Background: an optimization exercise with open tools, aiming at small area, a short achievable clock period and few clock cycles per item. Do not read the settings as production practice. Where RTL was checked, it was by simulation tests only, not by an equivalence proof against the original. For run 1, only the layout was checked, not whether the RTL still works. Power figures rest on the tool's default switching activity, not on a simulated workload.

==> flow/design.v <==
module processor(clk, reset, start_pc, max_pc, output_reg_addr,
                 instr_addr, instr, data_addr, data_in,
                 wb_en, wb_addr, wb_data, halted, OUTPUT_REG);
input clk;
input reset;
input [7:0] start_pc;
input [7:0] max_pc;
input [4:0] output_reg_addr;
output [7:0] instr_addr;
input [31:0] instr;
output [4:0] data_addr;
input [7:0] data_in;
output wb_en;
output [4:0] wb_addr;
output [7:0] wb_data;
output halted;
output [7:0] OUTPUT_REG;
reg [7:0] rf [1:31];    
reg [7:0] pc_seq;       
reg [7:0] pc_br;        
reg       w_beq;        
reg       w_bne;        
reg       ge_seq;       
reg       ge_br;        
reg       halted_q;     
reg       first;        
reg       stopped;      
reg       w_valid;      
reg       w_lw;         
reg       w_slt;        
reg [4:0] w_rd;
reg [7:0] w_a;
reg [7:0] w_b;
integer i;
wire       taken = (w_beq & (w_a == w_b)) | (w_bne & (w_a != w_b));
wire [7:0] PC = taken ? pc_br : pc_seq;
assign instr_addr = PC;
wire [7:0] w_sum  = w_a + w_b;
wire       w_lt   = $signed(w_a) < $signed(w_b);
wire [7:0] w_data = w_lw ? data_in : w_slt ? {7'd0, w_lt} : w_sum;
assign data_addr = w_sum[4:0];
assign wb_en   = w_valid;
assign wb_addr = w_rd;
assign wb_data = w_data;
wire squash = stopped | (~first & (taken ? ge_br : ge_seq));
assign halted = halted_q | (squash & ~w_valid);
wire [5:0] op  = instr[31:26];
wire [4:0] rs  = instr[25:21];
wire [4:0] rt  = instr[20:16];
wire [4:0] rd  = instr[15:11];
wire [5:0] fn  = instr[5:0];
wire [7:0] imm = instr[7:0];
reg  [7:0] ra_val;
reg  [7:0] rb_val;
reg  [7:0] ro_lo;
reg  [7:0] ro_hi;
always @(*) begin
  ra_val = 8'd0;
  rb_val = 8'd0;
  ro_lo = 8'd0;
  ro_hi = 8'd0;
  for (i = 1; i < 32; i = i + 1) begin
    ra_val = ra_val | ({8{rs == i}} & rf[i]);
    rb_val = rb_val | ({8{rt == i}} & rf[i]);
  end
  for (i = 0; i < 16; i = i + 1) begin
    if (i != 0) ro_lo = ro_lo | ({8{output_reg_addr[3:0] == i}} & rf[i]);
    ro_hi = ro_hi | ({8{output_reg_addr[3:0] == i}} & rf[i+16]);
  end
end
assign OUTPUT_REG = output_reg_addr[4] ? ro_hi : ro_lo;
wire [7:0] va = (w_valid && w_rd == rs) ? w_data : ra_val;
wire [7:0] vb = (w_valid && w_rd == rt) ? w_data : rb_val;
wire is_r     = (op == 6'h00);
wire is_addu  = is_r & (fn == 6'h21);
wire is_slt   = is_r & (fn == 6'h2a);
wire is_jr    = is_r & (fn == 6'h08);
wire is_addiu = (op == 6'h09);
wire is_beq   = (op == 6'h04);
wire is_bne   = (op == 6'h05);
wire is_jal   = (op == 6'h03);
wire is_lw    = (op == 6'h23);
wire [7:0] pc1   = PC + 8'd1;
wire [4:0] wa  = is_jal ? 5'd31 : is_r ? rd : rt;
wire       wr  = (is_addu | is_slt | is_addiu | is_lw | is_jal) & (wa != 5'd0);
wire [7:0] pc_br_d  = PC + imm;
wire [7:0] pc_seq_d = is_jal ? imm : is_jr ? va : pc1;
wire [7:0] rf_d = w_data & {8{~reset}};
always @(posedge clk) begin
  for (i = 1; i < 32; i = i + 1)
    if (reset | (w_valid & (w_rd == i)))
      rf[i] <= rf_d;
end
always @(posedge clk) begin
  pc_br  <= pc_br_d;
  ge_br  <= pc_br_d >= max_pc;
  ge_seq <= pc_seq_d >= max_pc;
  w_a   <= is_jal ? pc1 : va;
  w_b   <= is_jal ? 8'd0 : (is_addiu | is_lw) ? imm : vb;
  w_rd  <= wa;
  w_lw  <= is_lw;
  w_slt <= is_slt;
  if (reset) begin
    pc_seq  <= start_pc;
    w_beq   <= 1'b0;
    w_bne   <= 1'b0;
    first   <= 1'b1;
    stopped <= 1'b0;
    halted_q <= 1'b0;
    w_valid <= 1'b0;
  end else begin
    pc_seq  <= pc_seq_d;
    w_beq   <= is_beq;
    w_bne   <= is_bne;
    first   <= 1'b0;
    stopped <= squash;
    halted_q <= squash;
    w_valid <= ~squash & wr;
  end
end
endmodule
==> flow/run.sh <==
#!/bin/bash
# synth_recipe.tcl (not shown) runs the flow's synth.tcl, then flattens the netlist and writes it again
# the make line also repeats each setting of config.mk as NAME=value (left out here)
make -C /OpenROAD-flow-scripts/flow DESIGN_CONFIG=/design/flow/config.mk WORK_HOME=/design/flow/orfs CLKGATE_MAP_FILE= SYNTH_SCRIPT=/design/flow/synth_recipe.tcl finish
==> flow/config.mk <==
export PLATFORM = sky130hd
export DESIGN_NAME = processor
export DESIGN_NICKNAME = processor
export VERILOG_FILES = /design/flow/design.v
export SDC_FILE = /design/flow/constraint.sdc
export NUM_CORES = 4
export LEC_CHECK = 0
export CAP_MARGIN = 20
export CORE_MARGIN = 2
export CORE_UTILIZATION = 40
export CTS_BUF_LIST = sky130_fd_sc_hd__clkbuf_4 sky130_fd_sc_hd__clkbuf_8
export SETUP_SLACK_MARGIN = 1.5
export SLEW_MARGIN = 20
==> flow/constraint.sdc <==
create_clock -name core_clock -period 5.5 [get_ports {clk}]
set_input_delay 1.1000 -clock core_clock [delete_from_list [all_inputs] [get_ports {clk}]]
set_output_delay 1.1000 -clock core_clock [all_outputs]
set_load 0.01 [all_outputs]
==> reports/metrics.cfg, run 1 <==
[clock_tree]
cts_root_buf=clkbuf_8
clk_pin_slew_worst_paths_ns=0.06
clock_latency_ns=0.66
cts_tree=yes
cts_max_level=2
cts.sinks=294
clockBufferDepth=3
numCtsBuffers=50
holdBufCountCts=0

[hold_path]
hp-start=stopped
hold_path_depth=2
min_to=stopped
hold_class=flip-flop to flip-flop

[timing]
worstMarginPinSlew_ns=1.278
finalWorstSetupSlack_ns=1.434
relSlewSlack=0.1477
setup_tns_ns=0
max_freq_mhz=245.9
rsz0062_at_grt=yes
slew_viol_final=0
fin_worst_skew_ns=0.03214
hold_viol_final=0
holdWs_ns=0.5003
setup_viol=0
post-route-min-period_ns=4.066
min_period_over_period=0.7393

[placement]
io_buffers=95
place_congestion=1.061
pre_cts_ws_ns=0.4431
dp_hpwl_mm=60.99
dpl-instance-area_um2=19380

[synth]
synth_cells=1629
synth_cell_types=70
async_flop_share=0
ys_seq_elements=294
yosys_warnings=2
syn_area_um2=16720
synth_edf_count=248
syn_nets=1733
synthFlopType=edfxtp_1
avgSynthCellArea_um2=10.26
ys_seq_area_frac=0.5004

[cells_and_area]
areaGrowthSynthToFinish_pct=27.63
nNetsFinal=1950
drive_gt1_frac=0.2225
nFillCells=3691
multi_input_area_um2=8423
layout_commonest_cell=edfxtp_1
final_cell_mix=edfxtp_1 (248), nand3_1 (181), a22oi_1 (162)
final_cell_area_um2=21340
seq_area_um2=8383

[floorplanning]
die-area_um2=43450
die_h_um=208.5
coreArea_um2=41020
initial_core_util=0.4077
die_w_um=208.5
rows=74
ios=99

[pwr]
leakagePower_nw=8.073
powerDensity_nw_per_um2=402.2
irDropWorstVdd_mv=0.2087

[worst_setup_path]
crit_path_start=instr[23]
arrival_ns=4.61
r2r_slack_ns=1.60
rr_worst_depth=19
regToRegStartpoint=w_b[2]
crit_fanout=14
crit_type=primary input to flip-flop
endpoint_kind=flip-flop
worstPathRequired_ns=6.05
start_kind=primary input
r2r_end=ge_seq

[drt]
wirelength_mm=94.37
drt_iter0_markers=3621
antenna_left=0
vias=17672
routed_via_density=7.290
drt-pass1-iter-count=10
wire_per_inst_um=38.93
drc=0

[global_routing]
grt_pass1_vias=16703
antenna_found_initial=3
grt_max_degree=43
globalRouteOverflowTotal=0
grt_usage=0.4281
grt_pass1_wl_mm=129.8

[run_status]
status=timing/DRC/antenna clean

[run]
drv_cap=0

## through the flow
step | cells | total power [W] | utilization
finish | 2424 | 0.008582 | 0.5203
global route | 2421 | 0.008800 | 0.5201
CTS | 2407 | 0.008348 | 0.5140
detailed placement | 2285 | 0.005928 | 0.4724
global placement | 2283 | 0.005935 | 0.4718
floorplan | 1629 | 0.004664 | -
## report_power, final
| group | internal (W) | total, W | switching, W |
|---|---|---|---|
| clock network | 0.00129 | 0.00228 | 0.000992 |
| logic | 0.000912 | 0.00231 | 0.00139 |
| registers | 0.00328 | 0.00399 | 0.000716 |
## sequential cells by signal, summed over array words and instances (netlist names)
name and cells:
ge_br 1, w_lw 1, w_beq 1, w_a 8, rf 248, stopped 1, w_valid 1, w_rd 5
first 1, ge_seq 1, w_slt 1, w_bne 1, pc_seq 8, w_b 8, pc_br 8
## cells in the mapped netlist, drive strengths merged (39+ instances only)
cell type | count | share of area
clkbuf | 78 | 0.018
ha | 39 | 0.029
inv | 39 | 0.0088
nand3 | 181 | 0.054
a22oi | 162 | 0.073
nand4 | 64 | 0.024
edfxtp | 248 | 0.45
dfxtp | 46 | 0.055
nor2 | 97 | 0.022
and3 | 44 | 0.016
a21oi | 51 | 0.015
nand2 | 112 | 0.025
## cells by family after synthesis
logic type      share of synthesized area
simple gates                       0.2056
compound gates                     0.1910
flops                              0.5004
buf+inv                           0.03248
fa+ha+maj                         0.03158
mux                               0.02282
xor+xnor                          0.01609
## cell type report
cell class	count	share of cell area
flip-flops and latches	294	0.3928
repair buffers	265	0.1207
multi-input cells	1196	0.3947
well taps	532	0.03119
clock buffers	63	0.03711
clock inverters	31	0.01612
inverters	39	0.006860
diodes	4	0.0004690
## layer usage
metal,track usage,wire [um],vias up
met5,0.007786,74,-
met3,0.1832,14530,504
met2,0.6048,37900,1714
met4,0.2974,8362,4
met1,0.5249,33510,8497
li1,-,-,6953
## worst max-delay path by stage
stage | endpoint | slack [ns] | depth (start not counted)
after CTS | OUTPUT_REG[0] | 1.41 | 10
after global placement | ge_seq | 0.43 | 16
after global routing | ge_seq | 1.42 | 17
after detailed placement | ge_seq | 0.44 | 16
after floorplan | ge_seq | 1.14 | 15
final | ge_seq | 1.43 | 17
## worst max-delay path: stages
cell	delay (ns)
clkdlybuf4s15_2	0.31
buf_12	0.21
nor3_2	0.07
and2_2	0.28
a222oi_1	0.43
nand4_1	0.14
or4_4	0.55
o31ai_1	0.12
a21bo_2	0.20
ha_1	0.21
nand2b_1	0.14
a21o_1	0.16
a21o_1	0.16
a21o_1	0.16
a21o_1	0.16
a21oi_1	0.14
o21ai_1	0.07
## repair_timing
item / CTS / global route
cloned: 6 / 0
pin swaps: 15 / 20
setup endpoints to repair: 27 / 17
resized for setup: 153 / 51
hold endpoints to repair: 0 / 0
buffers inserted: 22 / 9
==> inputs of run 2 (changes only) <==
--- a/flow/design.v
+++ b/flow/design.v
@@ -15,3 +15,3 @@
 output [7:0] wb_data;
-output halted;
+output reg halted;
 output [7:0] OUTPUT_REG;
@@ -22,5 +22,2 @@
 reg       w_bne;        
-reg       ge_seq;       
-reg       ge_br;        
-reg       halted_q;     
 reg       first;        
@@ -44,4 +41,3 @@
 assign wb_data = w_data;
-wire squash = stopped | (~first & (taken ? ge_br : ge_seq));
-assign halted = halted_q | (squash & ~w_valid);
+wire squash = stopped | (~first & (PC >= max_pc));
 wire [5:0] op  = instr[31:26];
@@ -85,4 +81,2 @@
 wire       wr  = (is_addu | is_slt | is_addiu | is_lw | is_jal) & (wa != 5'd0);
-wire [7:0] pc_br_d  = PC + imm;
-wire [7:0] pc_seq_d = is_jal ? imm : is_jr ? va : pc1;
 wire [7:0] rf_d = w_data & {8{~reset}};
@@ -94,5 +88,3 @@
 always @(posedge clk) begin
-  pc_br  <= pc_br_d;
-  ge_br  <= pc_br_d >= max_pc;
-  ge_seq <= pc_seq_d >= max_pc;
+  pc_br <= PC + imm;
   w_a   <= is_jal ? pc1 : va;
@@ -108,6 +100,6 @@
     stopped <= 1'b0;
-    halted_q <= 1'b0;
+    halted  <= 1'b0;
     w_valid <= 1'b0;
   end else begin
-    pc_seq  <= pc_seq_d;
+    pc_seq  <= is_jal ? imm : is_jr ? va : pc1;
     w_beq   <= is_beq;
@@ -116,3 +108,3 @@
     stopped <= squash;
-    halted_q <= squash;
+    halted  <= squash;
     w_valid <= ~squash & wr;
==> flow/flow/run.sh (new file) <==
#!/bin/bash
# The standard layout (standard.sh: the standard flow's own ORFS flow and synthesis),
# with two changes: the port buffers are inserted as buf_1 cells (resized
# later by the flow's repair steps where timing needs it), and clock tree
# synthesis uses clkbuf_4/clkbuf_8 and inserts no dummy load cells.
set -euo pipefail
export BUFFER_PORTS_ARGS="-buffer_cell sky130_fd_sc_hd__buf_1"
export CTS_ARGS="-sink_clustering_enable -repair_clock_nets -dont_use_dummy_load -buf_list {sky130_fd_sc_hd__clkbuf_4 sky130_fd_sc_hd__clkbuf_8}"
bash standard.sh > standard.log 2>&1
==> flow/standard.sh (new file) <==
#!/bin/bash
# synth_recipe.tcl (not shown) runs the flow's synth.tcl, then flattens the netlist and writes it again
# the make line also repeats each setting of config.mk as NAME=value (left out here)
make -C /OpenROAD-flow-scripts/flow DESIGN_CONFIG=/design/flow/config.mk WORK_HOME=/design/flow/orfs CLKGATE_MAP_FILE= SYNTH_SCRIPT=/design/flow/synth_recipe.tcl "${@:-finish}"
--- a/flow/config.mk
+++ b/flow/config.mk
@@ -10,3 +10,2 @@
 export CORE_UTILIZATION = 40
-export CTS_BUF_LIST = sky130_fd_sc_hd__clkbuf_4 sky130_fd_sc_hd__clkbuf_8
 export SETUP_SLACK_MARGIN = 1.5
removed: flow/run.sh
==> run 2 against run 1 <==
  * Final cell count fell by 8.9%
  * Critical path depth decreased by 7
  * Design area shrank 11%
  * Fmax decreased by 4.2%
  * Flip-flop and latch count down 2
==> reports/metrics.cfg, run 2 <==
[clock_tree]
cts_max_level=2
cts.sinks=292
cts_root_buf=clkbuf_8
clockBufferDepth=3
clk_pin_slew_worst_paths_ns=0.06
clock_latency_ns=0.70
numCtsBuffers=51
cts_tree=yes
holdBufCountCts=0

[global_routing]
grt_pass1_vias=15653
grt.met1_usage=0.5346
grt_pass1_wl_mm=130.8
top_usage_layer=met2
grt_usage=0.4768
use_met3=0.2294
antenna_found_initial=7
globalRouteOverflowTotal=0
grt_max_degree=32
met2_usage=0.6791

[pwr]
clkPwrFrac=0.217
irDropWorstVdd_mv=0.2242
switching_power_w=0.003032
leakagePower_nw=6.871
powerDensity_nw_per_um2=413.6
comb_power_share=0.264
swShare=0.3865
internal_power_w=0.004812
pwr-share-seq=0.519

[timing]
worstMarginPinSlew_ns=1.279
relSlewSlack=0.1428
min_period_over_period=0.7717
fin_worst_skew_ns=0.04266
post-route-min-period_ns=4.244
hold_viol_final=0
rsz0062_at_grt=yes
holdWs_ns=0.6153
max_freq_mhz=235.6
slew_viol_final=0
setup_viol=0
finalWorstSetupSlack_ns=1.256
setup_tns_ns=0

[synth]
synth_top_cell_area_share=0.4739
syn_nets=1541
yosys.area.top_type=edfxtp_1
post-synth-top-count-cell=a22oi_1
ys_seq_elements=292
async_flop_share=0
synthTopCellsByCount=a22oi_1 (257), edfxtp_1 (248), nor2_1 (126), nand2_1 (115), nand4_1 (48)
yosys_warnings=2
avgSynthCellArea_um2=10.88
syn_area_um2=15720
ys_seq_area_frac=0.5299
synth_edf_count=248
synth_cells=1445
synth.area.top_cells=edfxtp_1 (47%), a22oi_1 (12%), dfxtp_1 (5.6%)
synthFlopType=edfxtp_1
synth_cell_types=70

[placement]
dpl.cell_count=2132
place_congestion=1.106
dp_hpwl_mm=68.10
io_buffers=95
dpl-instance-area_um2=17650
pre_cts_ws_ns=0.6704

[drt]
drt-pass1-iter-count=14
wirelength_mm=99.50
vias=16761
wire_per_inst_um=45.06
antenna_left=0
drc=0
drt_iter0_markers=3773
routed_via_density=7.591

[floorplanning]
coreArea_um2=38740
die-area_um2=40890
rows=72
die_h_um=202.2
ios=99
die_w_um=202.2
initial_core_util=0.4057

[cells_and_area]
final_cell_area_um2=18970
largest_register=rf
nFillCells=3593
final_cell_mix=a22oi_1 (255), edfxtp_1 (248), buf_4 (149)
layout_commonest_cell=a22oi_1
largest_reg_flops=248
areaGrowthSynthToFinish_pct=20.68
instances_no_fill=2208
drive_gt1_frac=0.1957
nNetsFinal=1784

[worst_setup_path]
crit_path_start=instr[23]
arrival_ns=4.86
crit_fanout=17
cp-endpoint=w_a[0]
endpoint_kind=flip-flop
rr_worst_depth=17
r2r_slack_ns=1.88
worstPathRequired_ns=6.11
regToRegStartpoint=w_b[4]
start_kind=primary input
crit_type=primary input to flip-flop
r2r_end=stopped

[hold_path]
hold_class=flip-flop to flip-flop

[run]
drv_cap=0

[run_status]
status=timing/DRC/antenna clean

-- run 2: how the worst min path moves through the flow --
stage / start / end / slack (ns) / depth (start not counted)
after floorplan: pc_br[0] / w_a[0] / 0.56 / 3
after global placement: stopped / w_valid / 0.59 / 2
after detailed placement: stopped / w_valid / 0.61 / 2
after CTS: stopped / w_valid / 0.62 / 2
after global routing: stopped / w_valid / 0.64 / 2
final: stopped / w_valid / 0.62 / 2
-- run 2: repair_timing --
item                                    CTS  global route
buffers inserted                          4            16
endpoints found under the setup margin   17            19
gates resized for setup                  39            53
pin swaps                                 4            12
cloned                                    0             1
-- run 2: worst max-delay path, cell delays in order --
cell and delay [ns]:
clkdlybuf4s15_1 0.75, or3b_2 0.59, nor2_2 0.49, buf_4 0.37, a22oi_1 0.10, nand4_1 0.15, nor4_1 0.09, a22o_1 0.31
o21ai_0 0.66, buf_4 0.23
-- run 2: layout make-up --
class	instances	area [um2]	area share
flip-flops and latches	292	8334	0.4394
inverters	45	172.7	0.009104
diodes	4	10.01	0.0005278
well taps	518	648.1	0.03417
repair buffers	252	1623	0.08557
multi-input cells	1046	7476	0.3942
clock buffers	51	701.9	0.03701
-- run 2: stage by stage --
| stage | util | total power (W) |
|---|---|---|
| 3_3_place_gp | 0.4552 | 0.005806 |
| 5_1_grt | 0.4893 | 0.008011 |
| 6_report | 0.4896 | 0.007844 |
| 2_1_floorplan | - | 0.004663 |
| 3_5_place_dp | 0.4557 | 0.005798 |
| 4_1_cts | 0.4783 | 0.007526 |
-- run 2: cell families (layout without fill, tap and decap cells) --
kind of cell / count (synthesis) / count (layout) / synth area share
simple gates: 461 / 461 / 0.1457
compound gates: 489 / 489 / 0.2313
buf+inv: 107 / 348 / 0.02739
flops: 292 / 292 / 0.5299
fa+ha+maj: 33 / 33 / 0.02723
other cells: 0 / 4 / 0
xor+xnor: 29 / 29 / 0.01616
mux: 34 / 34 / 0.02229
-- run 2: routing by layer --
metal / up-vias / wire length, um
li1: 6297 / -
met1: 8033 / 33310
met2: 1740 / 39720
met3: 679 / 14880
met4: 12 / 11460
met5: - / 134
-- run 2: power groups by stage --
stage,sequential [W],combinational [W],clock (W)
floorplan,0.00368,0.000984,0
global placement,0.00405,0.00176,0
detailed placement,0.00401,0.00179,0
CTS,0.00398,0.00185,0.00170
global route,0.00407,0.00214,0.00180
finish,0.00407,0.00207,0.00170
Testbench counts of run 2, summed over its fixed seeds: cycles 8,384, instructions 8,192.
==> inputs of run 3 (changes only) <==
--- a/flow/config.mk
+++ b/flow/config.mk
@@ -10,3 +10,3 @@
 export CORE_UTILIZATION = 40
-export SETUP_SLACK_MARGIN = 1.5
+export SETUP_SLACK_MARGIN = 2.0
 export SLEW_MARGIN = 20
==> run 3 against run 2 <==
  * Sequential power about the same
  * Sequential share of layout area fell by 2.5 points
  * Combinational power rose by 13%
  * Fmax is 9.8% higher
  * Clock-buffer cell count rose by 1
==> reports/metrics.cfg, run 3 <==
[floorplanning]
die-area_um2=40890
coreArea_um2=38740
die_h_um=202.2
die_w_um=202.2
ios=99
initial_core_util=0.4057
rows=72

[clock_tree]
cts_max_level=2
numCtsBuffers=52
holdBufCountCts=0
cts_root_buf=clkbuf_8
clock_latency_ns=0.68
cts_tree=yes
clk_pin_slew_worst_paths_ns=0.04
cts.sinks=292
clockBufferDepth=3

[cells_and_area]
final_cell_mix=a22oi_1 (251), edfxtp_1 (248), buf_4 (186)
largest_register=rf
drive_gt1_frac=0.2828
nFillCells=3434
areaGrowthSynthToFinish_pct=27.99
seq_area_um2=8344
nNetsFinal=1845
layout_commonest_cell=a22oi_1
largest_reg_flops=248
multi_input_area_um2=7831

[synth]
ys_seq_elements=292
synthFlopType=edfxtp_1
ys_seq_area_frac=0.5299
syn_nets=1541
synth.area.top_cells=edfxtp_1 (47%), a22oi_1 (12%), dfxtp_1 (5.6%)
synth_edf_count=248
yosys.area.top_type=edfxtp_1
yosys_warnings=2
synth_cells=1445
synth_cell_types=70
async_flop_share=0
synth_top_cell_area_share=0.4739
synthTopCellsByCount=a22oi_1 (257), edfxtp_1 (248), nor2_1 (126), nand2_1 (115), nand4_1 (48)
avgSynthCellArea_um2=10.88
post-synth-top-count-cell=a22oi_1
syn_area_um2=15720

[global_routing]
grt_usage=0.4793
grt_pass1_wl_mm=132.3
globalRouteOverflowTotal=0
grt_pass1_vias=15862
grt_max_degree=32
antenna_found_initial=6

[worst_setup_path]
r2r_slack_ns=1.98
crit_buf_inv=4
cp_common_cell=buf_4
worstPathRequired_ns=4.40
start_kind=primary input
arrival_ns=2.76
path_cells=buf_12 -> nand2b_4 -> buf_4 -> nor2_1 -> buf_4 -> a22oi_1 -> o2111ai_2 -> nor2_4 -> a31oi_4 -> buf_2
slowest_delay_ns=0.28
cp_slowest_cell=buf_4
endpoint_kind=primary output
crit_type=primary input to primary output
cp_top_family=buffers and inverters
crit_fanout=7

[drt]
routed_via_density=7.563
wire_per_inst_um=44.00
drc=0
vias=17154
drt-pass1-iter-count=9
wirelength_mm=99.80
antenna_left=0
drt_iter0_markers=3489

[timing]
setup_viol=0
max_freq_mhz=258.8
post-route-min-period_ns=3.864
min_period_over_period=0.7025
fin_worst_skew_ns=0.04307
hold_viol_final=0
slew_viol_final=0
setup_tns_ns=0
relSlewSlack=0.2143
rsz0062_at_grt=yes
worstMarginPinSlew_ns=1.177

[placement]
io_buffers=95
place_congestion=1.093
dp_hpwl_mm=67.55

[pwr]
power_w=0.008133
leakagePower_nw=7.422
powerDensity_nw_per_um2=404.4
irDropWorstVdd_mv=0.2397

[hold_path]
hold_class=flip-flop to flip-flop

[run]
drv_cap=0

[run_status]
status=timing/DRC/antenna clean

-- run 3: cell counts after synthesis --
No cell type changed its count.
-- run 3: final timing paths --
kind	from	to	cells past startpoint
setup / recovery	output_reg_addr[1]	OUTPUT_REG[7]	10
hold / removal	stopped	w_valid	2
setup reg to reg	w_b[3]	stopped	18
hold reg to reg	stopped	w_valid	2
-- run 3: logic make-up (layout without fill, tap and decap cells) --
group / after synthesis / count (layout) / synth area share
xor gates and xnor gates: 29 / 29 / 0.01616
DFF: 292 / 292 / 0.5299
buffers and inverters: 107 / 409 / 0.02739
adders and majority gates: 33 / 33 / 0.02723
AOI/OAI and AO/OA: 489 / 489 / 0.2313
muxes: 34 / 34 / 0.02229
and+or+nand+nor: 461 / 461 / 0.1457
other: 0 / 3 / 0
-- run 3: what timing repair did --
item,in CTS,in global routing
buffers inserted,52,17
pin swaps,57,41
gates cloned,2,0
setup endpoints to repair,71,47
gates resized for setup,201,61
-- run 3: metal layers --
layer	track usage	up-vias	wire length, um
met5	0.004762	-	69
met4	0.3444	8	9987
met3	0.2365	604	15640
met2	0.6843	1880	40080
met1	0.5575	8233	34030
li1	-	6429	-
-- run 3: layout make-up --
| class | instances | share of cell area |
|---|---|---|
| diodes | 3 | 0.0003732 |
| clock buffers | 52 | 0.03558 |
| inverters | 45 | 0.008646 |
| multi-input cells | 1046 | 0.3893 |
| flip-flops and latches | 292 | 0.4148 |
| well taps | 518 | 0.03222 |
| repair buffers | 312 | 0.1190 |
-- run 3: power by group --
part / switching, W / total (W) / leakage [nW] / internal (W)
combinational: 0.00147 / 0.00234 / 4.15 / 0.000872
sequential: 0.000760 / 0.00410 / 2.90 / 0.00334
clock: 0.000868 / 0.00169 / 0.374 / 0.000826
total: 0.00310 / 0.00813 / 7.42 / 0.00504
-- run 3: worst reg2reg max path: stages, from the launching register on --
cell and delay (ns):
dfxtp_2 0.33, inv_2 0.04, ha_4 0.27, nand4_1 0.13, nor2_2 0.22, mux2i_2 0.28, buf_6 0.21, mux2i_4 0.25
buf_4 0.14, buf_6 0.10, ha_1 0.21, nand2b_1 0.14, a21o_1 0.17, a21oi_1 0.13, nor2b_1 0.06, o21ai_1 0.11
a21oi_1 0.09, o41a_1 0.34, and2_1 0.17
-- run 3: per-stage QoR --
step                      utilization  area, um2  cells  hold slack [ns]  setup WS, ns
final                          0.5193      20110   2268           0.6604         1.636
after global routing           0.5191      20110   2265           0.6647         1.626
after CTS                      0.5091      19720   2248           0.6361         1.664
after detailed placement       0.4586      17760   2142           0.6223        0.9191
after global placement         0.4586      17760   2142           0.6130        0.8912
after floorplan                     -      15790   1445           0.5617         1.998
==> inputs of run 4 (changes only) <==
--- a/flow/config.mk
+++ b/flow/config.mk
@@ -10,3 +10,3 @@
 export CORE_UTILIZATION = 40
-export SETUP_SLACK_MARGIN = 2.0
+export SETUP_SLACK_MARGIN = 2.25
 export SLEW_MARGIN = 20
==> run 4 against run 3 <==
  * Clock power is 3% higher
  * Core utilization is 1.6 points higher
  * Design area is 3.0% higher
  * Still clean on timing, DRC and antenna
  * Clock-buffer cell count stayed put
  * Global-route usage is 0.12 points lower
  * Sequential power hardly changed
  * Critical endpoint is now instr_addr[7]
  * Via count is 0.47% higher
  * Combinational power is 16% higher
  * Area after synthesis stayed put
  * Critical path type is now flip-flop to primary output
  * First-iteration DRC count is 1.6% lower
==> reports/metrics.cfg, run 4 <==
[worst_setup_path]
start_kind=flip-flop
rr_worst_depth=19
crit_fanout=5
arrival_ns=2.84
r2r_end=stopped
r2r_slack_ns=1.83
worstPathRequired_ns=4.40
regToRegStartpoint=w_b[6]
endpoint_kind=primary output
crit_type=flip-flop to primary output

[synth]
syn_nets=1541
synthTopCellsByCount=a22oi_1 (257), edfxtp_1 (248), nor2_1 (126), nand2_1 (115), nand4_1 (48)
synth_compound_area_frac=0.2313
synth_top_family_by_area=compound AO/OA/AOI/OAI gates
ys_seq_elements=292
synth_top_cell_area_share=0.4739
ys_seq_area_frac=0.5299
synthXorXnorAreaFrac=0.01616
post-synth-top-count-cell=a22oi_1
syn_area_um2=15720
synthAdderAreaFrac=0.02723
synth_cells=1445
synth_mux_area_frac=0.02229
async_flop_share=0
yosys.area.top_type=edfxtp_1
synthSimpleGateAreaFrac=0.1457
yosys_warnings=2
synth_cell_types=70
avgSynthCellArea_um2=10.88
synth_edf_count=248
synth.area.top_cells=edfxtp_1 (47%), a22oi_1 (12%), dfxtp_1 (5.6%)
synthFlopType=edfxtp_1

[cells_and_area]
layout_commonest_cell=a22oi_1
largest_register=rf
nFillCells=3360
final_cell_mix=a22oi_1 (254), edfxtp_1 (248), buf_4 (213)
largest_reg_flops=248
areaGrowthSynthToFinish_pct=31.90
drive_gt1_frac=0.3195
nNetsFinal=1879
final_cell_area_um2=20730
multi_input_area_um2=8157
instances_no_fill=2306
seq_area_um2=8342
fin_util=0.5351

[clock_tree]
clockBufferDepth=3
cts_root_buf=clkbuf_8
numCtsBuffers=52
holdBufCountCts=0
cts.sinks=292
cts_max_level=2
cts_tree=yes
clk_pin_slew_worst_paths_ns=0.06
clock_latency_ns=0.70

[timing]
setup_tns_ns=0
slew_viol_final=0
fin_worst_skew_ns=0.03592
post-route-min-period_ns=3.936
worstMarginPinSlew_ns=1.117
max_freq_mhz=254.0
relSlewSlack=0.2554
min_period_over_period=0.7157
hold_viol_final=0
rsz0062_at_grt=yes
setup_viol=0

[drt]
drt-pass1-iter-count=11
drc=0
antenna_left=0
wire_per_inst_um=43.56
drt_iter0_markers=3433
wirelength_mm=100.5
vias=17235
routed_via_density=7.474

[pwr]
leakagePower_nw=7.674
powerDensity_nw_per_um2=413.4
power_w=0.008570
irDropWorstVdd_mv=0.2443

[floorplanning]
die-area_um2=40890
die_h_um=202.2
initial_core_util=0.4057
rows=72
ios=99
coreArea_um2=38740
die_w_um=202.2

[hold_path]
hold_path_depth=2
hold_class=flip-flop to flip-flop
min_to=w_valid
hp-start=stopped

[global_routing]
globalRouteOverflowTotal=0
grt_usage=0.4781
grt_pass1_vias=16136
grt_max_degree=33
grt_pass1_wl_mm=132.5
antenna_found_initial=5

[placement]
dpl-instance-area_um2=17940
dpl.cell_count=2143
place_congestion=1.106
dp_hpwl_mm=67.24
io_buffers=95

[run]
drv_cap=0

[run_status]
status=timing/DRC/antenna clean

[run 4: cell counts after synthesis]
No cell type changed its count.
[run 4: stage by stage]
stage	setup slack, ns	hold slack [ns]
after floorplan	2.165	0.5617
after global placement	0.9540	0.5954
after detailed placement	0.9374	0.6071
after CTS	1.633	0.6131
after global routing	1.496	0.6439
final	1.564	0.5988
[run 4: cell families (layout without fill, tap and decap cells)]
kind of cell	count (synthesis)	in the layout
flops	292	292
buf+inv	107	443
compound gates	489	489
mux	34	34
fa+ha+maj	33	33
other cells	0	7
simple gates	461	461
xor+xnor	29	29
[run 4: worst max-delay path by stage]
stage,from,endpoint,slack [ns],cells after the start
3_3_place_gp,output_reg_addr[0],OUTPUT_REG[2],0.95,8
5_1_grt,w_b[7],instr_addr[7],1.50,10
4_1_cts,output_reg_addr[2],OUTPUT_REG[6],1.63,10
3_5_place_dp,output_reg_addr[0],OUTPUT_REG[2],0.94,8
6_report,w_b[6],instr_addr[7],1.56,10
2_1_floorplan,output_reg_addr[2],OUTPUT_REG[2],2.17,8
[run 4: critical path, stage by stage (launching register included)]
cell and delay (ns):
dfxtp_2 0.34, inv_2 0.04, ha_4 0.26, nand4_1 0.22, nor2_4 0.20, mux2i_4 0.34, buf_6 0.15, buf_12 0.13
mux2i_4 0.24, inv_2 0.09, buf_6 0.13
[run 4: layer usage]
metal	vias up	routed length, um	global-route usage
met4	4	10510	0.3746
li1	6485	-	-
met5	-	86	0
met3	637	15880	0.2257
met1	8247	33470	0.5554
met2	1862	40510	0.6773
[run 4: area by class of cell]
class	instances	share of cell area
Tap cell	518	0.03127
Timing Repair Buffer	346	0.1288
Multi-Input combinational cell	1046	0.3935
Antenna cell	7	0.0008451
Inverter	45	0.008632
Sequential cell	292	0.4025
Clock buffer	52	0.03453
[run 4: where the power goes]
part / internal, W / switching (W) / total [W]
combinational: 0.00114 / 0.00158 / 0.00272
clock: 0.000827 / 0.000915 / 0.00174
sequential: 0.00334 / 0.000768 / 0.00410
[run 4: repair_timing]
item	4_1_cts	5_1_grt
endpoints found under the setup margin	54	50
gates cloned	2	0
pin swaps	55	65
endpoints found under the hold margin	0	0
gates resized for setup	192	104
buffers inserted	70	31
==> inputs of run 5 (changes only) <==
--- a/flow/config.mk
+++ b/flow/config.mk
@@ -9,4 +9,4 @@
 export CORE_MARGIN = 2
-export CORE_UTILIZATION = 40
-export SETUP_SLACK_MARGIN = 2.25
+export CORE_UTILIZATION = 50
+export SETUP_SLACK_MARGIN = 1.5
 export SLEW_MARGIN = 20
==> run 5 against run 4 <==
  * Flip-flop and latch count unchanged
  * Critical path type is now primary input to primary output
  * Combinational power down 33%
  * Core utilization up 6.3 points
  * Hold slack better by 0.027 ns
  * Fmax down 4.5%
  * Final cell count down 10%
  * Largest cell class unchanged
  * Die area down 20%
  * Power down 12%
==> reports/metrics.cfg, run 5 <==
[run_status]
status=timing/DRC/antenna clean

[drt]
drc=0
drt-pass1-iter-count=14
wire_per_inst_um=42.52
vias=16627
drt_iter0_markers=4030
routed_via_density=8.052
antenna_left=0
wirelength_mm=87.80

[global_routing]
antenna_found_initial=1
grt_usage=0.5257
grt_pass1_wl_mm=119.0
globalRouteOverflowTotal=0
grt_pass1_vias=15538
grt_max_degree=33

[synth]
async_flop_share=0
yosys.area.top_type=edfxtp_1
yosys_warnings=2
syn_area_um2=15720
synth_cell_types=70
ys_seq_elements=292
synth_edf_count=248
synth_top_cell_area_share=0.4739
post-synth-top-count-cell=a22oi_1
avgSynthCellArea_um2=10.88
synthFlopType=edfxtp_1
synth.area.top_cells=edfxtp_1 (47%), a22oi_1 (12%), dfxtp_1 (5.6%)
syn_nets=1541
ys_seq_area_frac=0.5299
synthTopCellsByCount=a22oi_1 (257), edfxtp_1 (248), nor2_1 (126), nand2_1 (115), nand4_1 (48)
synth_cells=1445

[timing]
relSlewSlack=0.06979
hold_viol_final=0
min_period_over_period=0.7495
setup_tns_ns=0
slew_viol_final=0
max_freq_mhz=242.6
setup_viol=0
rsz0062_at_grt=yes
fin_worst_skew_ns=0.05261
worstMarginPinSlew_ns=1.388
post-route-min-period_ns=4.122

[placement]
dp_hpwl_mm=62.16
place_congestion=1.252
dpl.cell_count=1996
io_buffers=95

[floorplanning]
rows=64
initial_core_util=0.5111
coreArea_um2=30750
die_w_um=181.3
ios=99
die-area_um2=32860
die_h_um=181.3

[cells_and_area]
largest_reg_flops=248
areaGrowthSynthToFinish_pct=17.11
nNetsFinal=1762
nFillCells=2552
instances_no_fill=2065
layout_commonest_cell=a22oi_1
final_cell_mix=a22oi_1 (256), edfxtp_1 (248), buf_4 (127)
largest_register=rf
drive_gt1_frac=0.1587

[clock_tree]
numCtsBuffers=47
cts_max_level=2
cts_tree=yes
cts.sinks=292
clock_latency_ns=0.60
clk_pin_slew_worst_paths_ns=0.05
cts_root_buf=clkbuf_8
clockBufferDepth=3

[worst_setup_path]
arrival_ns=3.02
crit_fanout=11
start_kind=primary input
crit_type=primary input to primary output
worstPathRequired_ns=4.40
endpoint_kind=primary output

[run]
drv_cap=0

[pwr]
leakagePower_nw=6.742
irDropWorstVdd_mv=0.3925
powerDensity_nw_per_um2=411.8

[hold_path]
hold_class=flip-flop to flip-flop

==> run 5: cell count changes in the layout (fill, tap and decap cells not counted), moves of 17 or more <==
cell / before / now
inv_1: 26 / 43
buf_6: 42 / 10
buf_4: 213 / 127
nor2_4: 21 / 3
nor2_1: 67 / 114
nor2_2: 39 / 10
buf_1: 57 / 87
==> run 5: where the power goes <==
| part | total, W | switching [W] | internal (W) |
|---|---|---|---|
| Sequential | 0.00422 | 0.000884 | 0.00333 |
| Clock | 0.00154 | 0.000793 | 0.000751 |
| Combinational | 0.00182 | 0.00125 | 0.000572 |
| Total | 0.00758 | 0.00292 | 0.00466 |
==> run 5: final cells by class <==
class                      count  area [um2]  share of cell area
inverter                      45       172.7            0.009382
sequential                   292        8329              0.4526
timing repair buffer         234        1498             0.08138
multi-input combinational   1046        7249              0.3939
tap                          396       495.5             0.02692
clock buffer                  47       646.9             0.03515
antenna                        5       12.51           0.0006799
==> run 5: kinds of logic (layout without fill, tap and decap cells) <==
kind of cell,count (synthesis),in the layout,share of synthesized area
simple gates,461,461,0.1457
xor+xnor,29,29,0.01616
buf+inv,107,326,0.02739
flops,292,292,0.5299
mux,34,34,0.02229
fa+ha+maj,33,33,0.02723
other cells,0,5,0
compound gates,489,489,0.2313
==> run 5: routing by layer <==
metal | wire, um | global-route usage
met1 | 28970 | 0.6088
met5 | 460 | 0.1022
met2 | 33140 | 0.6950
met4 | 8789 | 0.3831
met3 | 16440 | 0.3229
==> run 5: metrics by stage <==
step,hold slack [ns],setup WS (ns),total power (W),instance area [um2],util
detailed placement,0.6168,1.054,0.005773,17340,0.5639
floorplan,0.5617,1.694,0.004663,15720,-
global placement,0.5851,1.121,0.005745,17320,0.5633
global route,0.6606,1.436,0.007714,18390,0.5981
finish,0.6259,1.378,0.007579,18400,0.5985
CTS,0.6254,1.446,0.007316,18100,0.5885
==> run 5: final timing paths <==
path,from,to,slack [ns],cells past startpoint
setup / recovery,output_reg_addr[0],OUTPUT_REG[0],1.38,9
hold / removal,stopped,w_valid,0.63,2
setup reg to reg,w_b[3],stopped,1.89,17
hold reg to reg,stopped,w_valid,0.63,2
==> run 5: repair_timing <==
| action | CTS | global route |
|---|---|---|
| pin swaps | 2 | 8 |
| endpoints found under the setup margin | 12 | 15 |
| resized for setup | 23 | 39 |
| setup buffers | 3 | 11 |
| hold buffers | 0 | 0 |
| cloned | 0 | 2 |
==> run 5: worst max-delay path, stage by stage <==
cell and delay, ns:
clkbuf_4 0.17, buf_12 0.17, and2_1 0.23, a22o_1 0.21, a222oi_1 0.61, nand3_1 0.14, nor2_1 0.11, a21oi_1 0.11
buf_2 0.17
==> inputs of run 6 (changes only) <==
--- a/flow/config.mk
+++ b/flow/config.mk
@@ -10,3 +10,3 @@
 export CORE_UTILIZATION = 50
-export SETUP_SLACK_MARGIN = 1.5
+export SETUP_SLACK_MARGIN = 2.0
 export SLEW_MARGIN = 20
==> run 6 against run 5 <==
  * Largest cell class unchanged
  * Critical path depth did not move
  * Sequential share of layout area fell by 4.0 points
  * Clock skew rose by 0.017 ns
  * Wire length rose by 8.9%
  * Die area did not move
  * Combinational power rose by 36%
  * Highest routed layer unchanged
  * Worst setup slack improved by 0.30 ns
  * Power rose by 7.9%
  * Non-clock buffer count rose by 89
  * Core utilization rose by 6.0 points
  * Still clean on timing, DRC and antenna
  * Via count rose by 7.5%
==> reports/metrics.cfg, run 6 <==
[synth]
syn_area_um2=15720
synthSimpleGateAreaFrac=0.1457
synth_top_cell_area_share=0.4739
ys_seq_elements=292
yosys.area.top_type=edfxtp_1
yosys_warnings=2
synthXorXnorAreaFrac=0.01616
synth_cells=1445
ys_seq_area_frac=0.5299
avgSynthCellArea_um2=10.88
synthFlopType=edfxtp_1
syn_nets=1541
synth_mux_area_frac=0.02229
post-synth-top-count-cell=a22oi_1
synth_cell_types=70
synthAdderAreaFrac=0.02723
async_flop_share=0
synth.area.top_cells=edfxtp_1 (47%), a22oi_1 (12%), dfxtp_1 (5.6%)
synth_compound_area_frac=0.2313
synth_top_family_by_area=compound AO/OA/AOI/OAI gates
synth_edf_count=248
synthTopCellsByCount=a22oi_1 (257), edfxtp_1 (248), nor2_1 (126), nand2_1 (115), nand4_1 (48)

[floorplanning]
coreArea_um2=30750
ios=99
rows=64
die-area_um2=32860
die_w_um=181.3
die_h_um=181.3
initial_core_util=0.5111

[timing]
rsz0062_at_grt=yes
setup_viol=0
slew_viol_final=0
fin_worst_skew_ns=0.06959
relSlewSlack=0.1596
max_freq_mhz=261.3
setup_tns_ns=0
worstMarginPinSlew_ns=1.261
min_period_over_period=0.6958
finalWorstSetupSlack_ns=1.673
hold_viol_final=0
post-route-min-period_ns=3.827

[placement]
dpl.cell_count=2003
io_buffers=95
place_congestion=1.136
dp_hpwl_mm=62.81
pre_cts_ws_ns=0.8224

[worst_setup_path]
slowest_delay_ns=0.34
cp_slowest_cell=dfxtp_2
worstPathRequired_ns=4.40
cp_top_family=multiplexers
rr_worst_depth=18
arrival_ns=2.73
crit_type=flip-flop to primary output
crit_fanout=7
crit_buf_inv=4
cp.depth=9
path_cells=inv_2 -> ha_4 -> nand4_1 -> nor2_2 -> mux2i_2 -> buf_6 -> mux2i_4 -> inv_2 -> buf_6
endpoint_kind=primary output
start_kind=flip-flop

[pwr]
powerDensity_nw_per_um2=404.3
leakagePower_nw=7.505
irDropWorstVdd_mv=0.2768

[cells_and_area]
largest_reg_flops=248
final_cell_mix=a22oi_1 (248), edfxtp_1 (248), buf_4 (192)
drive_gt1_frac=0.2912
instances_no_fill=2164
nFillCells=2334
largest_register=rf
areaGrowthSynthToFinish_pct=28.76
nNetsFinal=1853

[clock_tree]
cts_root_buf=clkbuf_8
numCtsBuffers=49
cts.sinks=292
cts_max_level=2
clk_pin_slew_worst_paths_ns=0.06
cts_tree=yes
clockBufferDepth=3
clock_latency_ns=0.61

[global_routing]
grt_pass1_wl_mm=126.8
grt_usage=0.5624
antenna_found_initial=10
globalRouteOverflowTotal=0
grt_pass1_vias=16622
grt_max_degree=32

[drt]
vias=17880
drc=0
routed_via_density=8.262
wirelength_mm=95.61
wire_per_inst_um=44.18
drt_iter0_markers=4201
drt-pass1-iter-count=14
antenna_left=0

[run_status]
status=timing/DRC/antenna clean

[run]
drv_cap=0

[hold_path]
hold_path_depth=2
hold_class=flip-flop to flip-flop

## run 6: cell counts after synthesis
Identical to the previous run, type by type.
## run 6: kinds of logic (layout without fill, tap and decap cells)
logic type                 count (synthesis)  in the layout
muxes                                     34             34
and+or+nand+nor                          461            461
other                                      0             13
DFF                                      292            292
adders and majority gates                 33             33
buffers and inverters                    107            417
xor gates and xnor gates                  29             29
AOI/OAI and AO/OA                        489            489
## run 6: what timing repair did
action                     4_1_cts  5_1_grt
setup buffers                   59       37
cloned                           2        0
hold buffers                     0        0
pin swaps                       56       63
gates resized for setup        214       99
setup endpoints to repair       80       45
## run 6: area by class of cell
class                   count  area (um2)  share of cell area
clock buffers              49       674.4             0.03333
repair buffers            323        2511              0.1241
inverters                  45       171.4            0.008471
well taps                 396       495.5             0.02449
diodes                     13       32.53            0.001608
flip-flops and latches    292        8342              0.4123
multi-input cells        1046        8008              0.3957
## run 6: worst min-delay path, stage by stage (launching register included)
cell and delay [ns]:
dfxtp_1 0.34, o41a_1 0.14, nor3_1 0.04
## run 6: worst paths after layout
path | from | slack, ns | end
max reg2reg | w_b[2] | 1.82 | stopped
max | w_b[2] | 1.67 | instr_addr[5]
min reg2reg | stopped | 0.57 | w_valid
min | stopped | 0.57 | w_valid
## run 6: report_power, final
part           switching (W)  leakage [nW]  internal, W  total, W
registers           0.000746          2.90      0.00334   0.00408
logic                0.00155          4.25     0.000914   0.00247
clock network       0.000848         0.352     0.000783   0.00163
total                0.00315          7.50      0.00503   0.00818
## run 6: through the flow
stage          power (W)  hold slack, ns  instance area, um2  utilization
4_1_cts         0.007596          0.5892               19480       0.6334
5_1_grt         0.008278          0.5974               20210       0.6571
2_1_floorplan   0.004668          0.5617               15790            -
6_report        0.008181          0.5717               20230       0.6580
3_5_place_dp    0.005690          0.5912               17470       0.5682
3_3_place_gp    0.005671          0.5862               17460       0.5679
## run 6: per-layer routing
layer,track usage,vias to the layer above,routed length (um)
met5,0.05037,-,352
met2,0.7720,2289,37030
met4,0.4933,12,11790
li1,-,6453,-
met1,0.5960,8245,29010
met3,0.3481,881,17430

afterwards: timing with drivers on the ports:
Ports are ideal in the flow. The routed layouts listed here were re-timed in OpenROAD.
Step 1 assumes that a clkbuf_16 drives the clock port and a buf_2 every other input.
Step 2 adds t to the input delays and takes it off the output delays; t is the mean of the earliest and latest rising clock arrival at the registers after step 1. Input paths then give back, and output paths get back, about the clock's delay inside the block.
Three values: ideal ports, drivers, drivers and shift; two values: the first two.
run	t (ns)	setup slack, ns	worst setup path at the end	latest minus earliest clock arrival (ns)	pins driven straight from the clock port
run 1	0.703	1.434 / 1.465 / 0.763	input to register	0.034 / 0.033	1
run 2	0.732	1.256 / 1.289 / 0.556	input to register	0.054 / 0.055	1
run 3	0.712	1.636 / 1.590 / 1.194	input to register	0.043 / 0.044	1
run 4	0.737	1.564 / 1.509 / 1.418	input to register	0.036 / 0.036	1
run 5	0.617	1.378 / 1.356 / 0.775	input to register	0.059 / 0.059	1
run 6	0.626	1.673 / 1.603 / 1.228	input to register	0.069 / 0.070	1
After both steps setup and hold are still met in every run listed. The setup slack of run 2, which loses most, moves by +0.033 ns with the drivers and by -0.700 ns with both steps.
